What follows belongs to an exercise in optimizing a design on an open flow for small area and a short achievable clock period; a production flow would make more cautious choices. RTL that was checked went through simulation tests only; none was proved equivalent to the original. No functional check of the RTL was part of run 6. Power and IR drop assume default switching activity.

===== design/flow/flow/run.sh =====
#!/bin/bash
# The standard layout (standard.sh), with two changes:
# - synthesis leaves full and half adders to ABC (ADDER_MAP_FILE empty: no extract_fa,
#   no fa/ha cells);
# - the port buffers are buf_2 cells instead of the delay buffers buffer_ports picks.
set -euo pipefail
ADDER_MAP_FILE= bash standard.sh synth > synth.log 2>&1
BUFFER_PORTS_ARGS="-buffer_cell sky130_fd_sc_hd__buf_2" bash standard.sh > layout.log 2>&1

===== design/flow/standard.sh =====
#!/bin/bash
# synth_recipe.tcl (not shown) runs the flow's synth.tcl, then flattens the netlist and writes it again
# the make line also repeats each setting of config.mk as NAME=value (left out here)
make -C /OpenROAD-flow-scripts/flow DESIGN_CONFIG=/design/flow/config.mk WORK_HOME=/design/flow/orfs CLKGATE_MAP_FILE= SYNTH_SCRIPT=/design/flow/synth_recipe.tcl "${@:-finish}"

===== design/flow/config.mk =====
export PLATFORM = sky130hd
export DESIGN_NAME = fp16_multiplier
export DESIGN_NICKNAME = fp16_multiplier
export VERILOG_FILES = /design/flow/design.v
export SDC_FILE = /design/flow/constraint.sdc
export NUM_CORES = 4
export LEC_CHECK = 0
export CAP_MARGIN = 20
export CORE_MARGIN = 2
export CORE_UTILIZATION = 40
export SETUP_SLACK_MARGIN = 2.8
export SLEW_MARGIN = 20

===== design/flow/constraint.sdc =====
create_clock -name core_clock -period 5.0 [get_ports {clk}]
set_input_delay 1.0000 -clock core_clock [delete_from_list [all_inputs] [get_ports {clk}]]
set_output_delay 1.0000 -clock core_clock [all_outputs]
set_load 0.01 [all_outputs]

===== design/flow/design.v =====
`timescale 1ns / 1ps
module fp16_multiplier(
  input wire clk,
  input wire [15:0] a,
  input wire [15:0] b,
  output wire [15:0] out
);
  wire [4:0] ea = a[14:10], eb = b[14:10];
  wire [9:0] fa = a[9:0], fb = b[9:0];
  wire ea0 = ea == 5'd0, eb0 = eb == 5'd0, ea31 = &ea, eb31 = &eb;
  wire fa0 = fa == 10'd0, fb0 = fb == 10'd0;
  wire za = ea0 & fa0, zb = eb0 & fb0;
  wire ia = ea31 & fa0, ib = eb31 & fb0;
  wire s0_nan = (ea31 & ~fa0) | (eb31 & ~fb0) | (ia & zb) | (za & ib);
  wire [5:0] esum = {1'b0, ea} + {1'b0, eb};
  wire [5:0] s0_esum = (za | zb) ? 6'd0 : (ia | ib) ? 6'd63 : esum;
  wire [8:0] tza, tzb;   
  assign tza[0] = 1'b1; assign tzb[0] = 1'b1;
  genvar gk;
  generate for (gk = 1; gk <= 8; gk = gk + 1) begin : g_tz
    assign tza[gk] = tza[gk-1] & ~fa[gk-1];
    assign tzb[gk] = tzb[gk-1] & ~fb[gk-1];
  end endgenerate
  wire s0_sticky = ~|(tza & {tzb[0], tzb[1], tzb[2], tzb[3], tzb[4], tzb[5], tzb[6], tzb[7], tzb[8]});
  wire [12:0] mbx = {1'b0, ~eb0, fb, 1'b0};   
  wire [5:0] s0_bo, s0_bt, s0_bn;
  generate for (gk = 0; gk < 6; gk = gk + 1) begin : g_booth
    wire y2 = mbx[2*gk+2], y1 = mbx[2*gk+1], y0 = mbx[2*gk];
    assign s0_bo[gk] = y1 ^ y0;
    assign s0_bt[gk] = (y2 & ~y1 & ~y0) | (~y2 & y1 & y0);
    assign s0_bn[gk] = y2 & ~(y1 & y0);
  end endgenerate
  reg r0_s, r0_nan, r0_sticky;
  reg [5:0] r0_esum;
  reg [10:0] ma;
  reg [5:0] bo, bt;
  reg [4:0] bn;
  always @(posedge clk) begin
    r0_s <= a[15] ^ b[15];
    r0_nan <= s0_nan;
    r0_esum <= s0_esum;
    r0_sticky <= s0_sticky;
    ma <= {~ea0, fa};
    bo <= s0_bo;
    bt <= s0_bt;
    bn <= s0_bn[4:0];
  end
  wire t0_0 = ((bo[0] & ma[0])) ^ bn[0];
  wire t0_1 = ((bo[0] & ma[1]) | (bt[0] & ma[0])) ^ bn[0];
  wire t0_2 = ((bo[0] & ma[2]) | (bt[0] & ma[1])) ^ bn[0];
  wire t0_3 = ((bo[0] & ma[3]) | (bt[0] & ma[2])) ^ bn[0];
  wire t0_4 = ((bo[0] & ma[4]) | (bt[0] & ma[3])) ^ bn[0];
  wire t0_5 = ((bo[0] & ma[5]) | (bt[0] & ma[4])) ^ bn[0];
  wire t0_6 = ((bo[0] & ma[6]) | (bt[0] & ma[5])) ^ bn[0];
  wire t0_7 = ((bo[0] & ma[7]) | (bt[0] & ma[6])) ^ bn[0];
  wire t0_8 = ((bo[0] & ma[8]) | (bt[0] & ma[7])) ^ bn[0];
  wire t0_9 = ((bo[0] & ma[9]) | (bt[0] & ma[8])) ^ bn[0];
  wire t0_10 = ((bo[0] & ma[10]) | (bt[0] & ma[9])) ^ bn[0];
  wire t0_11 = ((bt[0] & ma[10])) ^ bn[0];
  wire t1_0 = ((bo[1] & ma[0])) ^ bn[1];
  wire t1_1 = ((bo[1] & ma[1]) | (bt[1] & ma[0])) ^ bn[1];
  wire t1_2 = ((bo[1] & ma[2]) | (bt[1] & ma[1])) ^ bn[1];
  wire t1_3 = ((bo[1] & ma[3]) | (bt[1] & ma[2])) ^ bn[1];
  wire t1_4 = ((bo[1] & ma[4]) | (bt[1] & ma[3])) ^ bn[1];
  wire t1_5 = ((bo[1] & ma[5]) | (bt[1] & ma[4])) ^ bn[1];
  wire t1_6 = ((bo[1] & ma[6]) | (bt[1] & ma[5])) ^ bn[1];
  wire t1_7 = ((bo[1] & ma[7]) | (bt[1] & ma[6])) ^ bn[1];
  wire t1_8 = ((bo[1] & ma[8]) | (bt[1] & ma[7])) ^ bn[1];
  wire t1_9 = ((bo[1] & ma[9]) | (bt[1] & ma[8])) ^ bn[1];
  wire t1_10 = ((bo[1] & ma[10]) | (bt[1] & ma[9])) ^ bn[1];
  wire t1_11 = ((bt[1] & ma[10])) ^ bn[1];
  wire t2_0 = ((bo[2] & ma[0])) ^ bn[2];
  wire t2_1 = ((bo[2] & ma[1]) | (bt[2] & ma[0])) ^ bn[2];
  wire t2_2 = ((bo[2] & ma[2]) | (bt[2] & ma[1])) ^ bn[2];
  wire t2_3 = ((bo[2] & ma[3]) | (bt[2] & ma[2])) ^ bn[2];
  wire t2_4 = ((bo[2] & ma[4]) | (bt[2] & ma[3])) ^ bn[2];
  wire t2_5 = ((bo[2] & ma[5]) | (bt[2] & ma[4])) ^ bn[2];
  wire t2_6 = ((bo[2] & ma[6]) | (bt[2] & ma[5])) ^ bn[2];
  wire t2_7 = ((bo[2] & ma[7]) | (bt[2] & ma[6])) ^ bn[2];
  wire t2_8 = ((bo[2] & ma[8]) | (bt[2] & ma[7])) ^ bn[2];
  wire t2_9 = ((bo[2] & ma[9]) | (bt[2] & ma[8])) ^ bn[2];
  wire t2_10 = ((bo[2] & ma[10]) | (bt[2] & ma[9])) ^ bn[2];
  wire t2_11 = ((bt[2] & ma[10])) ^ bn[2];
  wire t3_0 = ((bo[3] & ma[0])) ^ bn[3];
  wire t3_1 = ((bo[3] & ma[1]) | (bt[3] & ma[0])) ^ bn[3];
  wire t3_2 = ((bo[3] & ma[2]) | (bt[3] & ma[1])) ^ bn[3];
  wire t3_3 = ((bo[3] & ma[3]) | (bt[3] & ma[2])) ^ bn[3];
  wire t3_4 = ((bo[3] & ma[4]) | (bt[3] & ma[3])) ^ bn[3];
  wire t3_5 = ((bo[3] & ma[5]) | (bt[3] & ma[4])) ^ bn[3];
  wire t3_6 = ((bo[3] & ma[6]) | (bt[3] & ma[5])) ^ bn[3];
  wire t3_7 = ((bo[3] & ma[7]) | (bt[3] & ma[6])) ^ bn[3];
  wire t3_8 = ((bo[3] & ma[8]) | (bt[3] & ma[7])) ^ bn[3];
  wire t3_9 = ((bo[3] & ma[9]) | (bt[3] & ma[8])) ^ bn[3];
  wire t3_10 = ((bo[3] & ma[10]) | (bt[3] & ma[9])) ^ bn[3];
  wire t3_11 = ((bt[3] & ma[10])) ^ bn[3];
  wire t4_0 = ((bo[4] & ma[0])) ^ bn[4];
  wire t4_1 = ((bo[4] & ma[1]) | (bt[4] & ma[0])) ^ bn[4];
  wire t4_2 = ((bo[4] & ma[2]) | (bt[4] & ma[1])) ^ bn[4];
  wire t4_3 = ((bo[4] & ma[3]) | (bt[4] & ma[2])) ^ bn[4];
  wire t4_4 = ((bo[4] & ma[4]) | (bt[4] & ma[3])) ^ bn[4];
  wire t4_5 = ((bo[4] & ma[5]) | (bt[4] & ma[4])) ^ bn[4];
  wire t4_6 = ((bo[4] & ma[6]) | (bt[4] & ma[5])) ^ bn[4];
  wire t4_7 = ((bo[4] & ma[7]) | (bt[4] & ma[6])) ^ bn[4];
  wire t4_8 = ((bo[4] & ma[8]) | (bt[4] & ma[7])) ^ bn[4];
  wire t4_9 = ((bo[4] & ma[9]) | (bt[4] & ma[8])) ^ bn[4];
  wire t4_10 = ((bo[4] & ma[10]) | (bt[4] & ma[9])) ^ bn[4];
  wire t4_11 = ((bt[4] & ma[10])) ^ bn[4];
  wire t5_0 = (bo[5] & ma[0]);
  wire t5_1 = (bo[5] & ma[1]) | (bt[5] & ma[0]);
  wire t5_2 = (bo[5] & ma[2]) | (bt[5] & ma[1]);
  wire t5_3 = (bo[5] & ma[3]) | (bt[5] & ma[2]);
  wire t5_4 = (bo[5] & ma[4]) | (bt[5] & ma[3]);
  wire t5_5 = (bo[5] & ma[5]) | (bt[5] & ma[4]);
  wire t5_6 = (bo[5] & ma[6]) | (bt[5] & ma[5]);
  wire t5_7 = (bo[5] & ma[7]) | (bt[5] & ma[6]);
  wire t5_8 = (bo[5] & ma[8]) | (bt[5] & ma[7]);
  wire t5_9 = (bo[5] & ma[9]) | (bt[5] & ma[8]);
  wire t5_10 = (bo[5] & ma[10]) | (bt[5] & ma[9]);
  wire t5_11 = (bt[5] & ma[10]);
  wire fs0 = t0_6 ^ t1_4;
  wire fc0 = t0_6 & t1_4;
  wire fs1 = t0_7 ^ t1_5;
  wire fc1 = t0_7 & t1_5;
  wire fs2 = t0_8 ^ t1_6 ^ t2_4;
  wire fc2 = (t0_8 & t1_6) | (t2_4 & (t0_8 ^ t1_6));
  wire fs3 = t3_2 ^ t4_0;
  wire fc3 = t3_2 & t4_0;
  wire fs4 = t0_9 ^ t1_7 ^ t2_5;
  wire fc4 = (t0_9 & t1_7) | (t2_5 & (t0_9 ^ t1_7));
  wire fs5 = t3_3 ^ t4_1;
  wire fc5 = t3_3 & t4_1;
  wire fs6 = t0_10 ^ t1_8 ^ t2_6;
  wire fc6 = (t0_10 & t1_8) | (t2_6 & (t0_10 ^ t1_8));
  wire fs7 = t3_4 ^ t4_2 ^ t5_0;
  wire fc7 = (t3_4 & t4_2) | (t5_0 & (t3_4 ^ t4_2));
  wire fs8 = t0_11 ^ t1_9 ^ t2_7;
  wire fc8 = (t0_11 & t1_9) | (t2_7 & (t0_11 ^ t1_9));
  wire fs9 = t3_5 ^ t4_3 ^ t5_1;
  wire fc9 = (t3_5 & t4_3) | (t5_1 & (t3_5 ^ t4_3));
  wire fs10 = t1_10 ^ t2_8 ^ t3_6;
  wire fc10 = (t1_10 & t2_8) | (t3_6 & (t1_10 ^ t2_8));
  wire fs11 = t4_4 ^ t5_2 ^ bn[0];
  wire fc11 = (t4_4 & t5_2) | (bn[0] & (t4_4 ^ t5_2));
  wire fs12 = t1_11 ^ t2_9 ^ t3_7;
  wire fc12 = (t1_11 & t2_9) | (t3_7 & (t1_11 ^ t2_9));
  wire fs13 = t4_5 ^ t5_3 ^ bn[0];
  wire fc13 = (t4_5 & t5_3) | (bn[0] & (t4_5 ^ t5_3));
  wire fs14 = t2_10 ^ t3_8 ^ t4_6;
  wire fc14 = (t2_10 & t3_8) | (t4_6 & (t2_10 ^ t3_8));
  wire fs15 = t5_4 ^ ~bn[1] ^ ~bn[0];
  wire fc15 = (t5_4 & ~bn[1]) | (~bn[0] & (t5_4 ^ ~bn[1]));
  wire fs16 = t2_11 ^ t3_9 ^ t4_7;
  wire fc16 = (t2_11 & t3_9) | (t4_7 & (t2_11 ^ t3_9));
  wire fs17 = t5_5 ^ 1'b1;
  wire fc17 = t5_5 & 1'b1;
  wire fs18 = t3_10 ^ t4_8 ^ t5_6;
  wire fc18 = (t3_10 & t4_8) | (t5_6 & (t3_10 ^ t4_8));
  wire fs19 = t3_11 ^ t4_9;
  wire fc19 = t3_11 & t4_9;
  wire fs20 = t0_4 ^ t1_2;
  wire fc20 = t0_4 & t1_2;
  wire fs21 = t0_5 ^ t1_3;
  wire fc21 = t0_5 & t1_3;
  wire fs22 = t2_2 ^ t3_0 ^ bn[3];
  wire fc22 = (t2_2 & t3_0) | (bn[3] & (t2_2 ^ t3_0));
  wire fs23 = t2_3 ^ t3_1 ^ fs1;
  wire fc23 = (t2_3 & t3_1) | (fs1 & (t2_3 ^ t3_1));
  wire fs24 = bn[4] ^ fs3 ^ fc1;
  wire fc24 = (bn[4] & fs3) | (fc1 & (bn[4] ^ fs3));
  wire fs25 = fs5 ^ fc3 ^ fs4;
  wire fc25 = (fs5 & fc3) | (fs4 & (fs5 ^ fc3));
  wire fs26 = fc5 ^ fs6 ^ fs7;
  wire fc26 = (fc5 & fs6) | (fs7 & (fc5 ^ fs6));
  wire fs27 = fs8 ^ fs9 ^ fc6;
  wire fc27 = (fs8 & fs9) | (fc6 & (fs8 ^ fs9));
  wire fs28 = fs10 ^ fs11 ^ fc8;
  wire fc28 = (fs10 & fs11) | (fc8 & (fs10 ^ fs11));
  wire fs29 = fs12 ^ fs13 ^ fc10;
  wire fc29 = (fs12 & fs13) | (fc10 & (fs12 ^ fs13));
  wire fs30 = fs14 ^ fs15 ^ fc12;
  wire fc30 = (fs14 & fs15) | (fc12 & (fs14 ^ fs15));
  wire fs31 = fs17 ^ fs16 ^ fc14;
  wire fc31 = (fs17 & fs16) | (fc14 & (fs17 ^ fs16));
  wire fs32 = ~bn[2] ^ fc17 ^ fs18;
  wire fc32 = (~bn[2] & fc17) | (fs18 & (~bn[2] ^ fc17));
  wire fs33 = t5_7 ^ 1'b1 ^ fs19;
  wire fc33 = (t5_7 & 1'b1) | (fs19 & (t5_7 ^ 1'b1));
  wire fs34 = t4_10 ^ t5_8 ^ ~bn[3];
  wire fc34 = (t4_10 & t5_8) | (~bn[3] & (t4_10 ^ t5_8));
  wire fs35 = t4_11 ^ t5_9;
  wire fc35 = t4_11 & t5_9;
  wire fs36 = t0_2 ^ t1_0;
  wire fc36 = t0_2 & t1_0;
  wire fs37 = t0_3 ^ t1_1;
  wire fc37 = t0_3 & t1_1;
  wire fs38 = t2_0 ^ bn[2] ^ fs20;
  wire fc38 = (t2_0 & bn[2]) | (fs20 & (t2_0 ^ bn[2]));
  wire fs39 = t2_1 ^ fs21 ^ fc20;
  wire fc39 = (t2_1 & fs21) | (fc20 & (t2_1 ^ fs21));
  wire fs40 = fs0 ^ fc21 ^ fs22;
  wire fc40 = (fs0 & fc21) | (fs22 & (fs0 ^ fc21));
  wire fs41 = fc0 ^ fc22 ^ fs23;
  wire fc41 = (fc0 & fc22) | (fs23 & (fc0 ^ fc22));
  wire fs42 = fs2 ^ fs24 ^ fc23;
  wire fc42 = (fs2 & fs24) | (fc23 & (fs2 ^ fs24));
  wire fs43 = fc2 ^ fc24 ^ fs25;
  wire fc43 = (fc2 & fc24) | (fs25 & (fc2 ^ fc24));
  wire fs44 = fc4 ^ fs26 ^ fc25;
  wire fc44 = (fc4 & fs26) | (fc25 & (fc4 ^ fs26));
  wire fs45 = fc7 ^ fs27 ^ fc26;
  wire fc45 = (fc7 & fs27) | (fc26 & (fc7 ^ fs27));
  wire fs46 = fc9 ^ fs28 ^ fc27;
  wire fc46 = (fc9 & fs28) | (fc27 & (fc9 ^ fs28));
  wire fs47 = fc11 ^ fs29 ^ fc28;
  wire fc47 = (fc11 & fs29) | (fc28 & (fc11 ^ fs29));
  wire fs48 = fc13 ^ fs30 ^ fc29;
  wire fc48 = (fc13 & fs30) | (fc29 & (fc13 ^ fs30));
  wire fs49 = fc15 ^ fs31 ^ fc30;
  wire fc49 = (fc15 & fs31) | (fc30 & (fc15 ^ fs31));
  wire fs50 = fc16 ^ fs32 ^ fc31;
  wire fc50 = (fc16 & fs32) | (fc31 & (fc16 ^ fs32));
  wire fs51 = fc18 ^ fs33 ^ fc32;
  wire fc51 = (fc18 & fs33) | (fc32 & (fc18 ^ fs33));
  wire fs52 = fc19 ^ fs34 ^ fc33;
  wire fc52 = (fc19 & fs34) | (fc33 & (fc19 ^ fs34));
  wire fs53 = 1'b1 ^ fs35 ^ fc34;
  wire fc53 = (1'b1 & fs35) | (fc34 & (1'b1 ^ fs35));
  wire fs54 = t5_10 ^ ~bn[4] ^ fc35;
  wire fc54 = (t5_10 & ~bn[4]) | (fc35 & (t5_10 ^ ~bn[4]));
  wire fs55 = t5_11 ^ 1'b1;
  wire fc55 = t5_11 & 1'b1;
  wire [7:0] lx = {fs41, fs40, fs39, fs38, fs37, bn[1], t0_1, t0_0};
  wire [7:0] ly = {fc40, fc39, fc38, fc37, fc36, fs36, 1'b0, bn[0]};
  wire [8:0] lsum = {1'b0, lx} + {1'b0, ly};
  wire s1_cin = lsum[8];
  wire [21:8] s1_hx = {fs55, fs54, fs53, fs52, fs51, fs50, fs49, fs48, fs47, fs46, fs45, fs44, fs43, fs42};
  wire [21:8] s1_hy = {fc54, fc53, fc52, fc51, fc50, fc49, fc48, fc47, fc46, fc45, fc44, fc43, fc42, fc41};
  reg [21:8] r1_hx, r1_hy;
  reg r1_cin, r1_sticky, r1_nan, r1_s;
  reg [5:0] r1_esum;
  always @(posedge clk) begin
    r1_hx <= s1_hx; r1_hy <= s1_hy; r1_cin <= s1_cin; r1_sticky <= r0_sticky;
    r1_nan <= r0_nan; r1_s <= r0_s; r1_esum <= r0_esum;
  end
  wire [14:0] psum = {r1_hx, 1'b1} + {r1_hy, r1_cin};
  wire [21:8] s2_p = psum[14:1];
  reg [21:8] r2_p;
  reg r2_sticky, r2_nan, r2_s;
  reg [5:0] r2_esum;
  always @(posedge clk) begin
    r2_p <= s2_p; r2_sticky <= r1_sticky;
    r2_nan <= r1_nan; r2_s <= r1_s; r2_esum <= r1_esum;
  end
  wire lead = r2_p[21];
  wire [10:0] kept = lead ? r2_p[21:11] : r2_p[20:10];
  wire guard = lead ? r2_p[10] : r2_p[9];
  wire rnd = lead ? r2_p[9] : r2_p[8];
  wire ru = guard & (rnd | r2_sticky | kept[0]);
  wire [11:0] s3_sum = {1'b0, kept} + {11'd0, ru};
  wire [6:0] s3_e = {1'b0, r2_esum} + {6'd0, lead};
  reg [11:0] r3_sum;
  reg [6:0] r3_e;
  reg r3_nan, r3_s;
  always @(posedge clk) begin
    r3_sum <= s3_sum; r3_e <= s3_e; r3_nan <= r2_nan; r3_s <= r2_s;
  end
  wire of = r3_sum[11];
  wire [7:0] e = {1'b0, r3_e} + {7'd0, of};
  wire sub = e[7:4] == 4'd0;
  wire ovf = e >= 8'd46;
  wire [4:0] ex = (e[4:0] + 5'd1) ^ 5'b10000;
  wire [9:0] subf = r3_sum[11:1] >> (~r3_e[3:0]);
  wire [14:0] low = ovf ? 15'h7c00 : sub ? {5'd0, subf} : {ex, r3_sum[9:0]};
  wire [15:0] s4_out = r3_nan ? 16'h7e00 : {r3_s, low};
  reg [15:0] r4_out, r5_out;
  always @(posedge clk) begin
    r4_out <= s4_out;
    r5_out <= r4_out;
  end
  assign out = r5_out;
endmodule

==> results of run 1 <==
## stage by stage
stage | hold WS (ps) | setup WS, ps | total power [mW] | std cells
6_report | 322 | 2740 | 5.67 | 1182
5_1_grt | 330 | 2650 | 6.09 | 1182
4_1_cts | 323 | 2730 | 5.64 | 1177
3_5_place_dp | 312 | 2360 | 4.17 | 1125
3_3_place_gp | 311 | 2430 | 4.14 | 1125
2_1_floorplan | 310 | 2730 | 3.77 | 859
## flip-flops by register name, summed over array words and instances, names as in the netlist, 7 cells and up
| signal | count |
|---|---|
| r4_out | 16 |
| r5_out | 16 |
| r1_hx | 14 |
| r1_hy | 14 |
| r2_p | 14 |
| r3_sum | 12 |
| ma | 11 |
| r3_e | 7 |
## cells in the final DEF (no fill, tap or decap), types with 4 or more instances in the layout
cell type,netlist,layout
dfxtp_4,0,21
inv_1,8,8
and2_1,6,6
nand3b_1,4,4
mux2i_1,15,15
nand2b_1,9,9
xnor2_1,152,142
inv_8,0,5
o21ai_2,0,4
clkbuf_16,0,17
o22ai_1,4,4
mux2_2,6,5
nor3_1,15,14
buf_4,0,26
buf_2,18,48
a211oi_1,7,5
nor2b_1,5,5
nor2_1,58,55
a21boi_0,4,4
nand3_1,13,13
or2_2,5,5
nand2_1,71,70
maj3_2,2,8
xor2_1,40,39
dfxtp_2,0,8
and3_1,6,5
a22oi_2,1,8
o21ai_0,31,29
o21a_1,7,7
xnor2_2,1,11
maj3_1,29,23
a21oi_1,48,46
dfxtp_1,151,122
a22oi_1,59,52
## cell usage after synthesis (6+ instances only)
cell type	n	area share [%]
a211oi_1	7	0.66
clkbuf_1	16	0.75
buf_2	18	1.1
maj3_1	29	3.6
nor3_1	15	0.94
nand2_1	71	3.3
and2_1	6	0.47
buf_6	6	0.85
mux2i_1	15	1.9
a21oi_1	48	3.0
nand2b_1	9	0.71
dfxtp_1	151	38
and3_1	6	0.47
nor2_1	58	2.7
inv_1	8	0.38
mux2_2	6	0.85
a22oi_1	59	5.6
xnor2_1	152	17
clkbuf_8	6	1.0
xor2_1	40	4.4
o21ai_0	31	1.9
nand3_1	13	0.82
o21a_1	7	0.66
## timing repair
action | 4_1_cts | 5_1_grt
setup buffers | 20 | 5
hold endpoints to repair | 0 | 0
setup endpoints to repair | 21 | 20
pin swaps | 16 | 14
hold buffers | 0 | 0
resized for setup | 45 | 49
## logic make-up after synthesis
logic type	Yosys count	synth area share, %
and+or+nand+nor	204	11.7
xor gates and xnor gates	198	22.8
AOI/OAI and AO/OA	197	16.7
DFF	151	37.9
buffers and inverters	57	4.29
adders and majority gates	31	3.93
muxes	21	2.73
## layer usage
metal	GRT usage [%]	share of wire, %	wire [um]	up-vias
li1	-	-	-	3077
met1	19.1	46	7300	2690
met2	25.5	48	7510	141
met3	3.27	4.8	747	14
met4	5.39	1.1	167	0
met5	0	0	0	-
## worst max-delay path, stage by stage, from the launching register on
cell	delay, ps
dfxtp_4	360
buf_4	150
a22oi_2	180
xnor2_2	170
and2_1	200
xor3_1	470
a31oi_4	190
o21a_1	170
o22a_1	160
o221ai_2	90
## report_power, final
group,internal [mW],switching (mW)
Clock,0.761,0.547
Combinational,1.24,1.09
Sequential,1.64,0.389
## cell type report
| class | instances | area (um2) | share of cell area [%] |
|---|---|---|---|
| clock inverter | 14 | 184 | 1.96 |
| sequential | 151 | 3110 | 33.2 |
| inverter | 9 | 33.8 | 0.360 |
| timing repair buffer | 74 | 435 | 4.64 |
| tap | 265 | 332 | 3.53 |
| clock buffer | 18 | 429 | 4.57 |
| multi-input combinational | 651 | 4860 | 51.8 |
## path summary, 6_finish.rpt
kind,from,to,slack [ps],depth (start not counted)
worst max-delay path,ma[3],r1_cin,2740,9
worst min-delay path,r4_out[1],r5_out[1],320,0
worst max register to register,ma[3],r1_cin,2740,9
worst min register to register,r4_out[1],r5_out[1],320,0
==> impl_results.md, run 1 <==
* CTS buffer count at 17
* CP Capture Type: flop
* Largest net degree at the start of global routing at 22
* Crit path max fanout at 4
* Core ar. at 0.0195 mm2
* Least-Margin Pin Slew at 664 ps
* Number of global-route vias before repair at 5487
* Final Max Slew Viols at 0
* First-pass GRT wire length at 26200 um
* Iter 0 DRT Violations at 359
* Total gr overflow at 0
* Worst path required time at about 5300 ps
* Vias per Instance at 5.01
* Initial antenna violation count at 0
* Post-DP HPWL at 11100 um
* Syn_nets at 892
* Clock Latency Late Sink at between 400 and 500 ps
* Final instance area at between 0.009 and 0.01 mm2
* #FFs+latches synth at between 150 and 200
* N_diodes at 0
* Rel. slew slack at 55.7%
* Setup Skew at roughly 10 ps
* NumNets Final at ~940
* Hold crit path type: flop to flop
* Setup Total Neg Slack at 0 ps
* Number of remaining DRC errors at 0
* Antenna Violating Nets Remaining at 0
* Area after DPL at roughly 0.0083 mm2
* Final Hold Fails at 0
* Post-synth EDFFs at 0
* H-tree Lvls at 4
* IO Pins at 49
* Routed vias at roughly 5900
* P_leak at between 3 and 4 nW
* Status: complete, no violations
* Final Critical Period at 2260 ps
* RSZ-0062 raised after global routing: yes
* CTS tree: yes
* Crit path launch type: flop
* Port Buffers at 48
* Clock net sink count at roughly 150
* Row count at between 50 and 60
* Maxcap violations at 0
* Starting Density at between 40% and 50%
* Maximum VDD drop at 0.307 mV
* Gpl congestion at between 0.8 and 0.9
* Fraction of registers with async set/reset at 0%
* Die area at around 0.021 mm2
* Final Cycle Share at between 40% and 50%
* Power Dens Cells at approximately 600 mW/mm2
* Count of cell types in the netlist at 66
* CTS root buf: clkbuf_16
* Fmax at between 400 and 500 MHz
* First drt pass iteration count at 5
* WL/cell at about 13 um
* Clock-pin slew on the worst setup and hold paths at around 70 ps
* Syn. warnings at 1
* Total track usage at between 15 and 20%
* Filler cells at 1893
* Predominant post-synthesis flop cell: dfxtp_1
* Chip Height at 145 um
* Sequential element share of the synthesized area at between 30% and 40%
* Synthesized netlist cell count at between 800 and 900
* Crit Path Class: flop to flop
* Synthesized area at around 0.0080 mm2
* Avg Inst Size Synth at around 9.3 um2
* WP data arrival at approximately 2600 ps
* Chip width at between 100 and 150 um
* Final setup violation count at 0
* Area added between synthesis and finish at 17.8%
* Clock Tree Buf Depth at 2
* Utilization after layout at between 40% and 50%
* Share of cells above drive strength 1 at 22.6%
* WL final at 15700 um
==> run 2: changes to the inputs <==
--- a/design/flow/config.mk
+++ b/design/flow/config.mk
@@ -10,3 +10,3 @@
 export CORE_UTILIZATION = 40
-export SETUP_SLACK_MARGIN = 2.8
+export SETUP_SLACK_MARGIN = 2.5
 export SLEW_MARGIN = 20
==> run 2 against run 1 <==
Worst setup slack lost 140 ps. Area after synthesis is the same. Flip-flop and latch count is the same. Non-clock buffer count shrank 22. Still clean on timing, DRC and antenna. Global-route usage shrank 0.41 points. Highest routed layer unchanged. Critical endpoint is now r1_hy[15].
==> impl_results.md, run 2 <==
* H-tree Lvls at 4 (unchanged)
* Predominant post-synthesis flop cell: dfxtp_1
* Fraction of registers with async set/reset at 0% (unchanged)
* Final Cycle Share at 48.0% (+2.8 points)
* Setup Skew at 12.9 ps (+2.87 ps)
* Worst r2r src: bo[4]
* Filler cells at 1925 (+1.7%)
* Antenna Violating Nets Remaining at 0 (unchanged)
* Iter 0 DRT Violations at 207 (-42%)
* N_diodes at 0 (unchanged)
* Wire length on met1 at 7160 um (-2.0%)
* Post-synth EDFFs at 0 (unchanged)
* Status: complete, no violations
* First drt pass iteration count at 5 (unchanged)
* Syn. warnings at 1 (unchanged)
* Maxcap violations at 0 (unchanged)
* Seq pwr share at 37.6% (+1.9 points)
* RSZ-0062 raised after global routing: yes
* Total gr overflow at 0 (unchanged)
* R2r endpoint: r1_hy[15]
* First-pass GRT wire length at 25700 um (-1.9%)
* Core ar. at 0.0195 mm2 (unchanged)
* Crit path launch type: flop
* Final Critical Period at 2400 ps (+139 ps)
* Utilization after layout at 45.7% (-2.4 points)
* Sequential element share of the synthesized area at 37.9% (unchanged)
* Top-count cell post-synth: xnor2_1
* Share of cells above drive strength 1 at 15.5% (-7.0 points)
* Internal power at 3.42 mW (-6.1%)
* #FFs+latches synth at 151 (unchanged)
* Chip width at 145 um (unchanged)
* Largest regs: r4_out (16), r5_out (16)
* Hold wc startpoint: r0_esum[4]
* Final Max Slew Viols at 0 (unchanged)
* Gpl congestion at 0.807 (-2.2%)
* Most common cell after layout, fill and taps aside: xnor2_1
* Routed vias at 5724 (-3.3%)
* Placed Instances at 1125 (unchanged)
* Clock Latency Late Sink at 430 ps (about the same)
* P_leak at 3.35 nW (-6.0%)
* NumNets Final at 915 (-2.3%)
* Synthesized area at 0.00797 mm2 (unchanged)
* Power Dens Cells at 599 mW/mm2 (-0.72%)
* Vias per Instance at 4.93 (-1.5%)
* CTS tree: yes
* Fin cells at 1160 (-1.9%)
* Clock net sink count at 151 (unchanged)
* Starting Density at 40.8% (unchanged)
* Clock Tree Buf Depth at 2 (unchanged)
* Fmax at 417 MHz (-5.8%)
* Hold crit path type: flop to flop
* Worst hold slack at 317 ps (-4.69 ps)
* Die area at 0.0211 mm2 (unchanged)
* Clock share of power at 23.2% (about the same)
* CP Capture Type: flop
* Crit. Startpoint: bo[4]
* Syn_nets at 892 (unchanged)
* IO Pins at 49 (unchanged)
* Row count at 51 (unchanged)
* Setup Total Neg Slack at 0 ps (unchanged)
* WL met2 at 6960 um (-7.2%)
* Post-DP HPWL at 10900 um (-2.0%)
* Rel. slew slack at 55.4% (-0.26 points)
* Maximum VDD drop at 0.306 mV (about the same)
* Pwr Total at 5.35 mW (-5.6%)
* WL/cell at 12.9 um (-3.0%)
* Hold path cells at 0 (unchanged)
* Post-synth top area cell: dfxtp_1
* Clock-pin slew on the worst setup and hold paths at 70 ps (about the same)
* Largest net degree at the start of global routing at 23 (+4.5%)
* Total track usage at 14.7% (-0.41 points)
* Highest layer used for signal routing: met4
* Final setup violation count at 0 (unchanged)
* Synthesized netlist cell count at 859 (unchanged)
* Worst path required time at 5300 ps (about the same)
* Post-synth top cells: xnor2_1 (152), dfxtp_1 (151), nand2_1 (71)
* Initial antenna violation count at 0 (unchanged)
* Area added between synthesis and finish at 12.0%
* Final Hold Fails at 0 (unchanged)
* R2r worst-path depth at 5 (-4)
* CTS root buf: clkbuf_16
* Net Sw Frac at 36.2% (+0.37 points)
* Avg Inst Size Synth at 9.28 um2 (unchanged)
* Worst Hold End: r1_esum[4]
* Number of remaining DRC errors at 0 (unchanged)
* Yosys top cell area share at 37.9% (unchanged)
* Number of global-route vias before repair at 5517 (+0.55%)
* Least-Margin Pin Slew at 665 ps (+0.370 ps)
* Count of cell types in the netlist at 66 (unchanged)
* WP data arrival at 2700 ps (+140 ps)
* Port Buffers at 48 (unchanged)
* Setup slack, reg-to-reg at 2600 ps (-140 ps)
* Crit Path Class: flop to flop
* CTS buffer count at 17 (unchanged)
* Part of the power in combinational logic at 39.1% (-2.1 points)
* Metal3 WL at 566 um (-24%)
* Synth top area cells: dfxtp_1 (38%), xnor2_1 (17%), a22oi_1 (5.6%)
* WL final at 15000 um (-4.8%)
* Chip Height at 145 um (unchanged)
* Sw power at 1.93 mW (-4.6%)
* Crit path max fanout at 11 (+7)
* Commonest non-fill, non-tap cells in the layout: xnor2_1 (151), dfxtp_1 (129), nand2_1 (71)
==> run 2: per-layer routing <==
layer | track usage, % | vias to the layer above
met2 | 24.4 | 107
met4 | 5.59 | 0
met3 | 3.52 | 15
met5 | 0 | -
li1 | - | 3017
met1 | 18.6 | 2585
==> run 2: kinds of logic (layout without fill, tap and decap cells) <==
logic type | count (synthesis) | after routing | share of synthesized area [%]
compound gates | 197 | 197 | 16.7
xor+xnor | 198 | 198 | 22.8
fa+ha+maj | 31 | 31 | 3.93
buf+inv | 57 | 93 | 4.29
flops | 151 | 151 | 37.9
mux | 21 | 21 | 2.73
simple gates | 204 | 204 | 11.7
==> run 2: layout make-up <==
type	instances	area [um2]	share of cell area (%)
Clock buffer	18	439	4.92
Clock inverter	14	149	1.67
Inverter	9	33.8	0.379
Multi-Input combinational cell	651	4630	51.9
Sequential cell	151	3070	34.4
Tap cell	265	332	3.72
Timing Repair Buffer	52	270	3.03
==> run 2: repair_timing <==
item	in CTS	in global routing
pin swaps	0	2
setup endpoints to repair	6	9
resized for setup	5	29
buffers inserted	0	3
hold buffers	0	0
==> run 2: how the worst max path moves through the flow <==
| stage | end | slack, ps | cells past startpoint |
|---|---|---|---|
| floorplan | r0_esum[5] | 2510 | 7 |
| global placement | r0_esum[5] | 2330 | 8 |
| detailed placement | r0_esum[5] | 2280 | 8 |
| CTS | r1_cin | 2430 | 8 |
| global route | r1_cin | 2490 | 8 |
| finish | r1_hy[15] | 2600 | 5 |
==> run 2: critical path, stage by stage (launching register included) <==
cell and delay, ps:
dfxtp_1 600, a22oi_1 190, xnor2_1 300, xnor3_1 420, maj3_1 410, maj3_1 360
==> run 2: through the flow <==
step	setup slack, ps	area [um2]
final	2600	8920
after global routing	2490	8920
after CTS	2430	8840
after detailed placement	2280	8240
after global placement	2330	8240
after floorplan	2510	7970
==> run 2: power by group through the flow <==
stage          clock (mW)  combinational [mW]  sequential, mW
4_1_cts              1.28                2.11            2.01
6_report             1.24                2.09            2.01
3_5_place_dp            0                2.10            2.04
5_1_grt              1.33                2.37            2.08
2_1_floorplan           0                1.87            1.90
3_3_place_gp            0                2.08            2.03
==> run 3: changes to the inputs <==
==> design/flow/flow/run.sh (replaced) <==
#!/bin/bash
# The standard layout (standard.sh), with these changes:
# - synthesis leaves full and half adders to ABC (ADDER_MAP_FILE empty: no extract_fa,
#   no fa/ha cells);
# - the port buffers are buf_1 cells instead of the delay buffers buffer_ports picks;
# - clock tree synthesis inserts no dummy loads.
set -euo pipefail
ADDER_MAP_FILE= bash standard.sh synth > synth.log 2>&1
export BUFFER_PORTS_ARGS="-buffer_cell sky130_fd_sc_hd__buf_1"
export CTS_ARGS="-sink_clustering_enable -repair_clock_nets -dont_use_dummy_load -buf_list sky130_fd_sc_hd__clkbuf_8 -sink_clustering_size 20"
bash standard.sh > layout.log 2>&1
--- a/design/flow/config.mk
+++ b/design/flow/config.mk
@@ -10,3 +10,5 @@
 export CORE_UTILIZATION = 40
-export SETUP_SLACK_MARGIN = 2.5
+export CTS_BUF_LIST = sky130_fd_sc_hd__clkbuf_8
+export CTS_CLUSTER_SIZE = 20
+export SETUP_SLACK_MARGIN = 2.8
 export SLEW_MARGIN = 20
==> run 3 against run 2 <==
Area after synthesis stayed put. Clock power is 46% lower. Clock-buffer cell count is 1 lower. Critical endpoint is now r1_cin. Register-to-register slack better by 80 ps. Sequential share of layout area is 0.31 points higher. Critical path type unchanged.
==> impl_results.md, run 3 <==
* Final setup violation count at 0 (unchanged)
* Worst hold slack at 308 ps (-9.58 ps)
* RSZ-0062 raised after global routing: yes
* Synthesized area at 0.00797 mm2 (unchanged)
* Part of the power in combinational logic at 46.2% (+7.1 points)
* Pre-CTS WS at 2370 ps (+97.3 ps)
* Sw power at 1.86 mW (-4.0%)
* Chip Height at 145 um (unchanged)
* Maximum VDD drop at 0.229 mV (-25%)
* Iter 0 DRT Violations at 352 (+70%)
* IO Pins at 49 (unchanged)
* Crit path max fanout at 4 (-7)
* Sequential element share of the synthesized area at 37.9% (unchanged)
* Yosys top cell area share at 37.9% (unchanged)
* Vias per Instance at 5.08 (+2.9%)
* Avg Inst Size Synth at 9.28 um2 (unchanged)
* Rel. slew slack at 54.1% (-1.3 points)
* Slowest cell delay on critical path at 530 ps (-70 ps)
* Syn. warnings at 1 (unchanged)
* Count of cell types in the netlist at 66 (unchanged)
* Synth top area cells: dfxtp_1 (38%), xnor2_1 (17%), a22oi_1 (5.6%)
* Die area at 0.0211 mm2 (unchanged)
* Number of global-route vias before repair at 5470 (-0.85%)
* Row count at 51 (unchanged)
* Post-synth EDFFs at 0 (unchanged)
* Clock share of power at 13.4% (-9.8 points)
* WL/cell at 13.6 um (+5.4%)
* Initial antenna violation count at 0 (unchanged)
* Most common cell after layout, fill and taps aside: xnor2_1
* CP Buf/Inv Count at 0 (unchanged)
* Setup Skew at 24.1 ps (+11.2 ps)
* PnR worst setup slack at 2680 ps (+81.2 ps)
* Fmax at 431 MHz (+3.5%)
* H-tree Lvls at 4 (unchanged)
* Largest regs: r4_out (16), r5_out (16)
* First drt pass iteration count at 6 (+1)
* Power Dens Cells at 557 mW/mm2 (-7.1%)
* Port Buffers at 48 (unchanged)
* Post-DP HPWL at 11300 um (+3.9%)
* Core ar. at 0.0195 mm2 (unchanged)
* Final Critical Period at 2320 ps (-81.2 ps)
* Total gr overflow at 0 (unchanged)
* Area added between synthesis and finish at 12.6%
* Total track usage at 15.4% (+0.70 points)
* N_diodes at 0 (unchanged)
* Clock-pin slew on the worst setup and hold paths at 80 ps (about the same)
* Top-count cell post-synth: xnor2_1
* CTS root buf: clkbuf_8
* Final Hold Fails at 0 (unchanged)
* Commonest non-fill, non-tap cells in the layout: xnor2_1 (138), dfxtp_1 (125), nand2_1 (70)
* NumNets Final at 935 (+2.2%)
* #FFs+latches synth at 151 (unchanged)
* Internal power at 3.14 mW (-8.0%)
* Seq pwr share at 40.4% (+2.8 points)
* Chip width at 145 um (unchanged)
* Clock Latency Late Sink at 450 ps (+20 ps)
* Maxcap violations at 0 (unchanged)
* CTS tree: yes
* Crit-path leading delay family: compound AO/OA/AOI/OAI gates
* Final Max Slew Viols at 0 (unchanged)
* Multi-input logic area at 0.00490 mm2 (+5.8%)
* Share of cells above drive strength 1 at 16.4% (+0.91 points)
* WP data arrival at 2660 ps (-40 ps)
* Net Sw Frac at 37.1% (+0.97 points)
* Post-synth top cells: xnor2_1 (152), dfxtp_1 (151), nand2_1 (71)
* Clock Tree Buf Depth at 2 (unchanged)
* Starting Density at 40.8% (unchanged)
* Post-synth top area cell: dfxtp_1
* Least-Margin Pin Slew at 687 ps (+22.4 ps)
* Filler cells at 1911 (-0.73%)
* Largest net degree at the start of global routing at 22 (-4.3%)
* Clock net sink count at 151 (unchanged)
* Setup Total Neg Slack at 0 ps (unchanged)
* Fraction of registers with async set/reset at 0% (unchanged)
* Antenna Violating Nets Remaining at 0 (unchanged)
* Hold path cells at 0 (unchanged)
* Crit path launch type: flop
* P_leak at 3.27 nW (-2.4%)
* Synthesized netlist cell count at 859 (unchanged)
* Seq. cell area at 0.00311 mm2 (+1.5%)
* Predominant post-synthesis flop cell: dfxtp_1
* Status: complete, no violations
* WP depth at 8 (+3)
* Worst path required time at 5340 ps (+40 ps)
* CTS Hold Bufs at 0 (unchanged)
* Hold crit path type: flop to flop
* Routed vias at 5918 (+3.4%)
* Number of remaining DRC errors at 0 (unchanged)
* R2r worst-path depth at 8 (+3)
* WL final at 15800 um (+5.8%)
* CTS buffer count at 17 (unchanged)
* Syn_nets at 892 (unchanged)
* First-pass GRT wire length at 26600 um (+3.3%)
* CP Capture Type: flop
* Crit Path Class: flop to flop
* Final Cycle Share at 46.4% (-1.6 points)
* Worst-path cell chain: or4_4 > a21oi_2 > o2111ai_2 > a2bb2oi_2 > a31oi_2 > o31a_1 > o22a_1 > o221ai_2
* Slowest cell on crit path: or4_4
* Gpl congestion at 0.823 (+2.0%)
run 3: cell counts after synthesis:
No cell type changed its count.
run 3: area by class of cell:
type	count	area share, %
multi-input combinational	651	54.6
sequential	151	34.7
timing repair buffer	72	4.06
tap	265	3.69
clock buffer	17	2.61
inverter	9	0.376
run 3: per-stage QoR:
stage	util, %	std cells	total power [mW]	area (um2)
floorplan	-	859	3.77	8000
finish	46.0	1165	5.00	8980
CTS	44.4	1158	4.95	8670
detailed placement	42.0	1125	4.16	8210
global route	46.0	1165	5.41	8980
global placement	42.0	1125	4.12	8210
run 3: worst paths after layout:
kind / start / to / slack [ps]
worst max-delay path: ma[3] / r1_cin / 2680
worst max register to register: ma[3] / r1_cin / 2680
worst min register to register: r4_out[1] / r5_out[1] / 310
worst min-delay path: r4_out[1] / r5_out[1] / 310
run 3: kinds of logic (layout without fill, tap and decap cells):
group / count (synthesis) / in the layout / synth area share [%]
AOI/OAI and AO/OA: 197 / 197 / 16.7
xor gates and xnor gates: 198 / 198 / 22.8
adders and majority gates: 31 / 31 / 3.93
buffers and inverters: 57 / 98 / 4.29
DFF: 151 / 151 / 37.9
muxes: 21 / 21 / 2.73
and+or+nand+nor: 204 / 204 / 11.7
run 3: power groups by stage:
stage,Combinational (mW),Sequential (mW),Clock [mW]
2_1_floorplan,1.87,1.90,0
3_3_place_gp,2.07,2.05,0
3_5_place_dp,2.11,2.06,0
4_1_cts,2.23,2.03,0.698
5_1_grt,2.58,2.09,0.746
6_report,2.31,2.02,0.668
run 3: per-layer routing:
| metal | up-vias | global-route usage, % | share of wire, % |
|---|---|---|---|
| li1 | 3046 | - | - |
| met1 | 2711 | 19.5 | 47 |
| met2 | 139 | 25.6 | 47 |
| met3 | 22 | 3.30 | 4.3 |
| met4 | 0 | 6.47 | 1.8 |
| met5 | - | 0 | 0 |
run 3: worst register-to-register path, delay by kind of cell, from the launching register on:
family | cells | cell delay (ps)
flops | 1 | 370
simple gates | 1 | 530
compound gates | 7 | 1320
run 3: repair_timing:
item,4_1_cts,5_1_grt
setup endpoints to repair,21,23
resized for setup,46,57
setup buffers,16,7
pin swaps,17,21
==> run 4: changes to the inputs <==
--- a/design/flow/config.mk
+++ b/design/flow/config.mk
@@ -9,3 +9,3 @@
 export CORE_MARGIN = 2
-export CORE_UTILIZATION = 40
+export CORE_UTILIZATION = 70
 export CTS_BUF_LIST = sky130_fd_sc_hd__clkbuf_8
==> run 4 against run 3 <==
Still clean on timing, DRC and antenna. Cell area shrank 0.54%. Global-route usage up 14 points. Maximum frequency is 0.68% lower. Flip-flop and latch count stayed put. Core utilization up 35 points. Final cell count is 9.8% lower. Critical path depth rose by 2. Clock skew is 18 ps higher. Synthesized cell count unchanged. Sequential power is 3% higher. Via count is 8.3% higher. Sequential share of layout area increased by 0.33 points. Critical path type unchanged. Critical endpoint is now r2_p[13].
==> impl_results.md, run 4 <==
* P_leak at 3.33 nW (+1.9%)
* Area after DPL at 0.00805 mm2 (-1.9%)
* CTS Hold Bufs at 0 (unchanged)
* Predominant post-synthesis flop cell: dfxtp_1
* Part of the power in combinational logic at 48.9% (+2.7 points)
* IO Pins at 49 (unchanged)
* Clock-pin slew on the worst setup and hold paths at 100 ps (+20 ps)
* Fraction of registers with async set/reset at 0% (unchanged)
* Iter 0 DRT Violations at 641 (+82%)
* Routed vias at 6411 (+8.3%)
* Maxcap violations at 0 (unchanged)
* Least-Margin Pin Slew at 672 ps (-15.2 ps)
* Yosys top cell area share at 37.9% (unchanged)
* Total gr overflow at 0 (unchanged)
* Final Cycle Share at 46.7% (+0.32 points)
* Clock net sink count at 151 (unchanged)
* First drt pass iteration count at 7 (+1)
* Sequential element share of the synthesized area at 37.9% (unchanged)
* Final Hold Fails at 0 (unchanged)
* Vias per Instance at 6.10 (+20%)
* Gpl congestion at 0.904 (+9.9%)
* Chip width at 111 um (-24%)
* Filler cells at 674 (-65%)
* First-pass GRT wire length at 29400 um (+11%)
* Commonest non-fill, non-tap cells in the layout: xnor2_1 (135), dfxtp_1 (117), nand2_1 (70)
* Crit path launch type: flop
* Fmax at 429 MHz (-0.68%)
* Final instance area at 0.00893 mm2 (-0.54%)
* Largest net degree at the start of global routing at 23 (+4.5%)
* Multi-input logic area at 0.00489 mm2 (-0.10%)
* Die area at 0.0123 mm2 (-42%)
* CP Capture Type: flop
* Final setup violation count at 0 (unchanged)
* Avg Inst Size Synth at 9.28 um2 (unchanged)
* WP data arrival at 2630 ps (-30 ps)
* Number of global-route vias before repair at 6088 (+11%)
* Crit path max fanout at 3 (-1)
* Seq. cell area at 0.00313 mm2 (+0.40%)
* Setup Total Neg Slack at 0 ps (unchanged)
* Starting Density at 72.6% (+32 points)
* Status: complete, no violations
* Rel. slew slack at 55.2% (+1.0 points)
* Clock Latency Late Sink at 460 ps (about the same)
* N_diodes at 0 (unchanged)
* Core ar. at 0.0110 mm2 (-44%)
* Net Sw Frac at 39.1% (+2.0 points)
* Post-DP HPWL at 12400 um (+9.4%)
* Chip Height at 111 um (-24%)
* Post-synth top area cell: dfxtp_1
* Row count at 38 (-25%)
* Power Dens Cells at 602 mW/mm2 (+8.1%)
* Final Max Slew Viols at 0 (unchanged)
* Syn_nets at 892 (unchanged)
* Worst path required time at 5290 ps (-50 ps)
* Initial antenna violation count at 0 (unchanged)
* Area added between synthesis and finish at 12.0%
* Syn. warnings at 1 (unchanged)
* Count of cell types in the netlist at 66 (unchanged)
* WL/cell at 17.9 um (+32%)
* CTS root buf: clkbuf_8
* Internal power at 3.27 mW (+4.1%)
* Number of remaining DRC errors at 0 (unchanged)
* #FFs+latches synth at 151 (unchanged)
* Setup Skew at 41.7 ps (+17.6 ps)
* NumNets Final at 946 (+1.2%)
* Antenna Violating Nets Remaining at 0 (unchanged)
* Synthesized area at 0.00797 mm2 (unchanged)
* Largest regs: r4_out (16), r5_out (16)
* Maximum VDD drop at 0.519 mV (+130%)
* Synth top area cells: dfxtp_1 (38%), xnor2_1 (17%), a22oi_1 (5.6%)
* Share of cells above drive strength 1 at 18.4% (+2.0 points)
* CTS buffer count at 17 (unchanged)
* Hold crit path type: flop to flop
* Clock share of power at 12.5% (-0.9 points)
* Total track usage at 29.4% (+14 points)
* Final Critical Period at 2330 ps (+16.0 ps)
* Clock Tree Buf Depth at 2 (unchanged)
* Synthesized netlist cell count at 859 (unchanged)
* H-tree Lvls at 4 (unchanged)
* Post-synth EDFFs at 0 (unchanged)
* Crit Path Class: flop to flop
* WL final at 18800 um (+19%)
* Seq pwr share at 38.6% (-1.8 points)
* Utilization after layout at 81.3% (+35 points)
* Most common cell after layout, fill and taps aside: xnor2_1
* RSZ-0062 raised after global routing: yes
* Top-count cell post-synth: xnor2_1
* Post-synth top cells: xnor2_1 (152), dfxtp_1 (151), nand2_1 (71)
* Port Buffers at 48 (unchanged)
* Sw power at 2.10 mW (+13%)
* CTS tree: yes
[run 4: what timing repair did]
action                                  4_1_cts  5_1_grt
endpoints found under the setup margin       22       25
setup buffers                                17       17
resized for setup                            52       61
endpoints found under the hold margin         0        0
cloned                                        0        0
pin swaps                                    17       21
[run 4: cell families (layout without fill, tap and decap cells)]
| logic type | Yosys count | in the layout | share of synthesized area (%) |
|---|---|---|---|
| XOR/XNOR | 198 | 198 | 22.8 |
| flip-flops | 151 | 151 | 37.9 |
| buffers and inverters | 57 | 109 | 4.29 |
| AO/OA/AOI/OAI | 197 | 197 | 16.7 |
| adder cells (fa/ha/maj) | 31 | 31 | 3.93 |
| AND/OR/NAND/NOR | 204 | 204 | 11.7 |
| multiplexers | 21 | 21 | 2.73 |
[run 4: power by group through the flow]
stage	clock network (mW)	registers (mW)	logic, mW
2_1_floorplan	0	1.90	1.87
3_3_place_gp	0	2.03	2.06
3_5_place_dp	0	2.06	2.14
4_1_cts	0.676	2.04	2.33
5_1_grt	0.734	2.12	2.85
6_report	0.670	2.08	2.63
[run 4: path summary, 6_finish.rpt]
check,slack [ps],depth (start not counted),end,from
worst min register to register,300,0,r5_out[14],r4_out[14]
worst max register to register,2670,10,r2_p[13],r1_cin
worst max-delay path,2670,10,r2_p[13],r1_cin
worst min-delay path,300,0,r5_out[14],r4_out[14]
[run 4: critical path: stages (launching register included)]
cell and delay [ps]:
dfxtp_4 350, maj3_2 320, a21oi_2 180, maj3_2 310
buf_12 130, o21ai_4 60, maj3_2 350, buf_4 140
buf_4 120, buf_4 120, xnor2_1 130
[run 4: per-layer routing]
| metal | GRT usage [%] | vias to the layer above | wire (um) |
|---|---|---|---|
| li1 | - | 3074 | - |
| met4 | 7.92 | 0 | 400 |
| met5 | 0 | - | 0 |
| met3 | 7.16 | 38 | 1360 |
| met2 | 49.0 | 278 | 9090 |
| met1 | 38.4 | 3021 | 7990 |
[run 4: final cells by class]
class,count,share of cell area (%)
inverters,9,0.420
repair buffers,83,5.16
clock buffers,17,2.62
multi-input cells,651,54.8
flip-flops and latches,151,35.0
well taps,140,1.96
[run 4: metrics by stage]
step,power [mW],hold WS [ps],worst slack (ps),cells
6_report,5.38,298,2670,1051
5_1_grt,5.71,305,2610,1051
4_1_cts,5.05,302,2750,1034
3_5_place_dp,4.20,312,2370,1000
3_3_place_gp,4.09,310,2450,1000
2_1_floorplan,3.77,310,2730,859
==> run 5: changes to the inputs <==
--- a/design/flow/config.mk
+++ b/design/flow/config.mk
@@ -9,3 +9,3 @@
 export CORE_MARGIN = 2
-export CORE_UTILIZATION = 70
+export CORE_UTILIZATION = 60
 export CTS_BUF_LIST = sky130_fd_sc_hd__clkbuf_8
==> run 5 against run 4 <==
Cell area down 2.0%. Via count down 4.5%. Register-to-register slack better by 30 ps. Global-route usage down 5.5 points. Non-clock buffer count down 17. Critical path depth down 2. Clock power down 2%. Sequential share of layout area up 0.61 points. Flip-flop and latch count unchanged.
==> impl_results.md, run 5 <==
* Setup Skew at 33.2 ps (-8.48 ps)
* Yosys top cell area share at 37.9% (unchanged)
* Slowest cell delay on critical path at 540 ps (+190 ps)
* Avg Inst Size Synth at 9.28 um2 (unchanged)
* Fraction of registers with async set/reset at 0% (unchanged)
* CTS tree: yes
* Maxcap violations at 0 (unchanged)
* Number of global-route vias before repair at 5469 (-10%)
* P_leak at 3.21 nW (-3.7%)
* Final Hold Fails at 0 (unchanged)
* Post-synth top cells: xnor2_1 (152), dfxtp_1 (151), nand2_1 (71)
* Number of remaining DRC errors at 0 (unchanged)
* RSZ-0062 raised after global routing: yes
* First-pass GRT wire length at 27000 um (-8.3%)
* Port Buffers at 48 (unchanged)
* Antenna Violating Nets Remaining at 0 (unchanged)
* Core ar. at 0.0131 mm2 (+19%)
* Total gr overflow at 0 (unchanged)
* CTS root buf: clkbuf_8
* WL final at 16800 um (-11%)
* Clock net sink count at 151 (unchanged)
* Clock-pin slew on the worst setup and hold paths at 60 ps (-40 ps)
* Worst path required time at 5350 ps (+60 ps)
* Hold crit path type: flop to flop
* Crit path launch type: flop
* Syn_nets at 892 (unchanged)
* Clock share of power at 13.0% (+0.5 points)
* Crit path max fanout at 9 (+6)
* Count of cell types in the netlist at 66 (unchanged)
* First drt pass iteration count at 5 (-2)
* Power Dens Cells at 575 mW/mm2 (-4.4%)
* NumNets Final at 929 (-1.8%)
* Slowest cell on crit path: or4_1
* Utilization after layout at 66.9% (-14 points)
* Net Sw Frac at 37.9% (-1.2 points)
* CTS Hold Bufs at 0 (unchanged)
* Final Max Slew Viols at 0 (unchanged)
* Synth top area cells: dfxtp_1 (38%), xnor2_1 (17%), a22oi_1 (5.6%)
* Chip Height at 119 um (+7.7%)
* Sw power at 1.91 mW (-9.1%)
* #FFs+latches synth at 151 (unchanged)
* Predominant post-synthesis flop cell: dfxtp_1
* Top-count cell post-synth: xnor2_1
* Synthesized netlist cell count at 859 (unchanged)
* IO Pins at 49 (unchanged)
* WL/cell at 15.7 um (-13%)
* Synthesized area at 0.00797 mm2 (unchanged)
* Maximum VDD drop at 0.210 mV (-60%)
* CP Capture Type: flop
* Iter 0 DRT Violations at 423 (-34%)
* Row count at 42 (+11%)
* Post-synth EDFFs at 0 (unchanged)
* Most common cell after layout, fill and taps aside: xnor2_1
* Total track usage at 23.8% (-5.5 points)
* CTS buffer count at 17 (unchanged)
* Setup Total Neg Slack at 0 ps (unchanged)
* Final setup violation count at 0 (unchanged)
* Chip width at 119 um (+7.7%)
* Final Critical Period at 2300 ps (-34.6 ps)
* Largest net degree at the start of global routing at 22 (-4.3%)
* N_diodes at 0 (unchanged)
* Syn. warnings at 1 (unchanged)
* Final Cycle Share at 46.0% (-0.69 points)
* Vias per Instance at 5.72 (-6.2%)
* Fmax at 435 MHz (+1.5%)
* Clock Latency Late Sink at 460 ps (about the same)
* Internal power at 3.13 mW (-4.5%)
* Least-Margin Pin Slew at 666 ps (-5.40 ps)
* Worst-path cell chain: or4_1 > a21oi_2 > o2111ai_2 > a2bb2oi_2 > a31oi_2 > o31a_1 > o22a_1 > o221ai_2
* Crit Path Class: flop to flop
* Post-DP HPWL at 12300 um (-0.57%)
* Starting Density at 60.9% (-12 points)
* WP data arrival at 2650 ps (+20 ps)
* Post-synth top area cell: dfxtp_1
* Clock Tree Buf Depth at 2 (unchanged)
* Status: complete, no violations
* Gpl congestion at 0.867 (-4.1%)
* Rel. slew slack at 55.5% (+0.36 points)
* Share of cells above drive strength 1 at 15.2% (-3.2 points)
* Commonest non-fill, non-tap cells in the layout: xnor2_1 (140), dfxtp_1 (121), nand2_1 (70)
* Seq pwr share at 40.8% (+2.2 points)
* Die area at 0.0142 mm2 (+16%)
* Routed vias at 6123 (-4.5%)
* Initial antenna violation count at 0 (unchanged)
* Part of the power in combinational logic at 46.2% (-2.7 points)
* Area added between synthesis and finish at 9.83%
* Sequential element share of the synthesized area at 37.9% (unchanged)
* Largest regs: r4_out (16), r5_out (16)
* Pwr Total at 5.04 mW (-6.3%)
* H-tree Lvls at 4 (unchanged)
[run 5: changes by cell type in the layout (fill, tap and decap cells not counted), moves of 2 or more]
cell / delta
buf_4: -13
xnor2_1: +5
xnor2_2: -5
a22oi_1: +4
a22oi_2: -4
dfxtp_1: +4
dfxtp_2: -3
buf_6: -2
o21ai_0: +2
o21ai_1: -2
[run 5: kinds of logic after synthesis]
group,Yosys count,synth area share (%)
AO/OA/AOI/OAI,197,16.7
XOR/XNOR,198,22.8
adder cells (fa/ha/maj),31,3.93
buffers and inverters,57,4.29
flip-flops,151,37.9
multiplexers,21,2.73
AND/OR/NAND/NOR,204,11.7
[run 5: metal layers]
metal	up-vias	wire [um]	global-route usage [%]
met5	-	0	0
met2	190	7780	38.1
li1	3033	-	-
met1	2876	7910	32.8
met4	0	248	7.29
met3	24	828	4.45
[run 5: power by group through the flow]
| stage | Combinational [mW] | Clock (mW) | Sequential, mW |
|---|---|---|---|
| 6_report | 2.33 | 0.654 | 2.05 |
| 5_1_grt | 2.58 | 0.719 | 2.11 |
| 4_1_cts | 2.20 | 0.673 | 2.05 |
| 3_5_place_dp | 2.14 | 0 | 2.07 |
| 3_3_place_gp | 2.09 | 0 | 2.05 |
| 2_1_floorplan | 1.87 | 0 | 1.90 |
[run 5: cell type report]
type | instances | area (um2)
Clock buffer | 17 | 234
Fill cell | 1106 | 4330
Inverter | 9 | 33.8
Multi-Input combinational cell | 651 | 4830
Sequential cell | 151 | 3120
Tap cell | 176 | 220
Timing Repair Buffer | 66 | 315
[run 5: metrics by stage]
stage	worst slack, ps	hold slack [ps]	area (um2)	instances
6_report	2700	326	8750	1070
5_1_grt	2620	330	8750	1070
4_1_cts	2730	328	8470	1059
3_5_place_dp	2310	312	8100	1036
3_3_place_gp	2500	309	8100	1036
2_1_floorplan	2730	310	8000	859
[run 5: final timing paths]
path	from	to	slack (ps)	cells past startpoint
setup / recovery	ma[2]	r1_cin	2700	8
hold / removal	r1_sticky	r2_sticky	330	0
setup reg to reg	ma[2]	r1_cin	2700	8
hold reg to reg	r1_sticky	r2_sticky	330	0
[run 5: repair_timing]
item                                    4_1_cts  5_1_grt
setup buffers                                 6       11
endpoints found under the setup margin       24       24
resized for setup                            45       47
pin swaps                                     7       21
[run 5: critical path: cells and delay by family (launching register included)]
kind	cells	cell delay, ps
AOI/OAI and AO/OA	7	1310
and+or+nand+nor	1	540
DFF	1	380
==> run 6: changes to the inputs <==
--- a/design/flow/design.v
+++ b/design/flow/design.v
@@ -231,9 +231,9 @@
   wire fc55 = t5_11 & 1'b1;
-  wire [7:0] lx = {fs41, fs40, fs39, fs38, fs37, bn[1], t0_1, t0_0};
-  wire [7:0] ly = {fc40, fc39, fc38, fc37, fc36, fs36, 1'b0, bn[0]};
-  wire [8:0] lsum = {1'b0, lx} + {1'b0, ly};
-  wire s1_cin = lsum[8];
-  wire [21:8] s1_hx = {fs55, fs54, fs53, fs52, fs51, fs50, fs49, fs48, fs47, fs46, fs45, fs44, fs43, fs42};
-  wire [21:8] s1_hy = {fc54, fc53, fc52, fc51, fc50, fc49, fc48, fc47, fc46, fc45, fc44, fc43, fc42, fc41};
-  reg [21:8] r1_hx, r1_hy;
+  wire [3:0] lx = {fs37, bn[1], t0_1, t0_0};
+  wire [3:0] ly = {fc36, fs36, 1'b0, bn[0]};
+  wire [4:0] lsum = {1'b0, lx} + {1'b0, ly};
+  wire s1_cin = lsum[4];
+  wire [21:4] s1_hx = {fs55, fs54, fs53, fs52, fs51, fs50, fs49, fs48, fs47, fs46, fs45, fs44, fs43, fs42, fs41, fs40, fs39, fs38};
+  wire [21:4] s1_hy = {fc54, fc53, fc52, fc51, fc50, fc49, fc48, fc47, fc46, fc45, fc44, fc43, fc42, fc41, fc40, fc39, fc38, fc37};
+  reg [21:4] r1_hx, r1_hy;
   reg r1_cin, r1_sticky, r1_nan, r1_s;
@@ -244,4 +244,4 @@
   end
-  wire [14:0] psum = {r1_hx, 1'b1} + {r1_hy, r1_cin};
-  wire [21:8] s2_p = psum[14:1];
+  wire [18:0] psum = {r1_hx, 1'b1} + {r1_hy, r1_cin};
+  wire [21:8] s2_p = psum[18:5];
   reg [21:8] r2_p;
==> run 6 against run 5 <==
Via count hardly changed. Cell area rose by 4.2%. Register-to-register slack better by 30 ps. Critical path depth rose by 1. Combinational power up 3%. Clock power grew 2%. Synthesized cell count decreased by 0.47%. Die area grew 2.1%. First-iteration DRC count grew 24%. Worst setup slack better by 32 ps. Largest power group unchanged.
==> impl_results.md, run 6 <==
* Status: complete, no violations
* Setup Total Neg Slack at 0 ps (unchanged)
* First-pass GRT wire length at 27800 um (+2.9%)
* Total gr overflow at 0 (unchanged)
* Top-count cell post-synth: dfxtp_1
* P_leak at 3.38 nW (+5.3%)
* Clock net sink count at 159 (+5.3%)
* Clock Tree Buf Depth at 2 (unchanged)
* Final Cycle Share at 45.3% (-0.63 points)
* Fmax at 441 MHz (+1.4%)
* Hold path cells at 0 (unchanged)
* Vias per Instance at 5.74 (+0.31%)
* IO Pins at 49 (unchanged)
* CTS root buf: clkbuf_8
* N_diodes at 0 (unchanged)
* WL/cell at 15.8 um (+0.81%)
* First drt pass iteration count at 7 (+2)
* WP data arrival at 2600 ps (-50 ps)
* CTS tree: yes
* Starting Density at 61.5% (+0.57 points)
* H-tree Lvls at 4 (unchanged)
* Rel. slew slack at 57.9% (+2.3 points)
* Fraction of registers with async set/reset at 0% (unchanged)
* Total track usage at 23.9% (about the same)
* Commonest non-fill, non-tap cells in the layout: xnor2_1 (140), dfxtp_1 (120), nand2_1 (56)
* Final Max Slew Viols at 0 (unchanged)
* Crit Path Class: flop to flop
* #FFs+latches synth at 159 (+5.3%)
* Sequential element share of the synthesized area at 39.1% (+1.2 points)
* Pwr Total at 5.27 mW (+4.7%)
* Antenna Violating Nets Remaining at 0 (unchanged)
* Syn_nets at 888 (-0.45%)
* Number of remaining DRC errors at 0 (unchanged)
* Number of global-route vias before repair at 5827 (+6.5%)
* CP Capture Type: flop
* Setup slack, reg-to-reg at 2730 ps (+30 ps)
* Final setup violation count at 0 (unchanged)
* Routed vias at 6125 (+0.033%)
* RSZ-0062 raised after global routing: yes
* CTS buffer count at 17 (unchanged)
* Initial antenna violation count at 1 (+1)
* Worst r2r src: r1_hx[5]
* Power Dens Cells at 578 mW/mm2 (+0.41%)
* Row count at 42 (unchanged)
* Area added between synthesis and finish at 12.1%
* Worst Hold End: r5_out[10]
* Crit path max fanout at 4 (-5)
* Synthesized netlist cell count at 855 (-0.47%)
* Avg Inst Size Synth at 9.52 um2 (+2.6%)
* NumNets Final at 926 (-0.32%)
* Clock-pin slew on the worst setup and hold paths at 80 ps (+20 ps)
* Maximum VDD drop at 0.239 mV (+14%)
* Most common cell after layout, fill and taps aside: xnor2_1
* Synth top area cells: dfxtp_1 (39%), xnor2_1 (16%), a22oi_1 (5.3%)
* Port Buffers at 48 (unchanged)
* Yosys top cell area share at 39.1% (+1.2 points)
* R2r endpoint: r2_p[21]
* Crit path launch type: flop
* Final Critical Period at 2270 ps (-31.7 ps)
* Share of cells above drive strength 1 at 16.7% (+1.5 points)
* Clock Latency Late Sink at 440 ps (-20 ps)
* Setup Skew at 26.5 ps (-6.74 ps)
* Predominant post-synthesis flop cell: dfxtp_1
* Chip Height at 120 um (+1.0%)
* Maxcap violations at 0 (unchanged)
* Least-Margin Pin Slew at 632 ps (-34.2 ps)
* Hold wc startpoint: r4_out[10]
* R2r worst-path depth at 9 (+1)
* Synthesized area at 0.00814 mm2 (+2.2%)
* Core ar. at 0.0132 mm2 (+1.2%)
* Post-synth top cells: dfxtp_1 (159), xnor2_1 (149), a22oi_1 (57)
* Post-DP HPWL at 12100 um (-2.2%)
* Post-synth EDFFs at 0 (unchanged)
* Die area at 0.0145 mm2 (+2.1%)
* Final Hold Fails at 0 (unchanged)
* Largest regs: r1_hx (18), r1_hy (18)
* Syn. warnings at 1 (unchanged)
* CTS Hold Bufs at 0 (unchanged)
* Chip width at 120 um (+1.0%)
* Worst path required time at 5340 ps (about the same)
* WL final at 16900 um (+0.52%)
* Largest net degree at the start of global routing at 24 (+9.1%)
* Iter 0 DRT Violations at 525 (+24%)
* Gpl congestion at 0.886 (+2.2%)
* Post-synth top area cell: dfxtp_1
* Count of cell types in the netlist at 68 (+3.0%)
* Hold crit path type: flop to flop
[run 6: cell types whose count changed in the layout (fill, tap and decap cells not counted), moves of 5 or more]
cell     change
a21oi_1     -14
a21oi_2      +6
buf_1        -5
dfxtp_2      +8
mux2i_1      +5
nand2_1     -14
nor3_1       -6
xor2_1       +8
[run 6: cell families after synthesis]
family / count (synthesis) / share of synthesized area [%]
flip-flops: 159 / 39.1
buffers and inverters: 58 / 3.00
AO/OA/AOI/OAI: 194 / 16.6
multiplexers: 26 / 3.44
AND/OR/NAND/NOR: 177 / 10.2
adder cells (fa/ha/maj): 37 / 4.63
XOR/XNOR: 204 / 23.1
[run 6: power by group]
part	internal [mW]	total (mW)	switching [mW]
Sequential	1.74	2.20	0.461
Clock	0.299	0.669	0.370
Combinational	1.29	2.40	1.12
Total	3.32	5.27	1.95
[run 6: cell type report]
cell class | count | area [um2]
Sequential cell | 159 | 3290
Inverter | 7 | 30.0
Clock buffer | 17 | 234
Timing Repair Buffer | 70 | 382
Multi-Input combinational cell | 638 | 4960
Tap cell | 176 | 220
Fill cell | 1057 | 4120
[run 6: timing repair]
item                                    4_1_cts  5_1_grt
setup buffers                                 9       12
gates resized for setup                      52       74
pin swaps                                    16       30
endpoints found under the setup margin       46       39
[run 6: through the flow]
stage / hold slack [ps] / worst slack [ps] / instances / util [%] / cell area (um2)
detailed placement: 312 / 2170 / 1029 / 63.0 / 8350
floorplan: 310 / 2280 / 855 / - / 8170
CTS: 329 / 2600 / 1055 / 66.3 / 8770
finish: 328 / 2730 / 1067 / 68.9 / 9120
global route: 331 / 2630 / 1067 / 68.9 / 9120
global placement: 310 / 2220 / 1029 / 63.0 / 8350
[run 6: how the worst max path moves through the flow]
stage               startpoint          to  cells past startpoint
detailed placement        b[4]  r0_esum[3]                      6
CTS                      bo[2]   r1_hy[11]                      6
global route          r1_hx[6]    r2_p[19]                     11
floorplan                 b[4]  r0_esum[0]                      7
global placement         b[10]  r0_esum[5]                      8
finish                r1_hx[5]    r2_p[21]                      9
[run 6: metal layers]
layer	vias to the layer above	share of wire [%]	GRT usage [%]
li1	3054	-	-
met1	2874	46	31.8
met2	178	47	38.3
met3	19	5.9	4.81
met4	0	1.2	9.08
met5	-	0	0
[run 6: worst max-delay path, cell delays in order, from the launching register on]
cell and delay [ps]:
dfxtp_4 370, a21oi_2 200, o32ai_4 120, buf_4 150, a221oi_2 230, buf_4 170, o211ai_1 200, a31o_2 280
maj3_2 320, xnor2_2 130

Setup slack of run 6, layout unchanged: 2.733 ns with ideal ports, 2.733 ns with driving cells assumed (clock clkbuf_16, inputs buf_2), 2.318 ns with port delays also shifted by the 0.455 ns mid clock arrival.
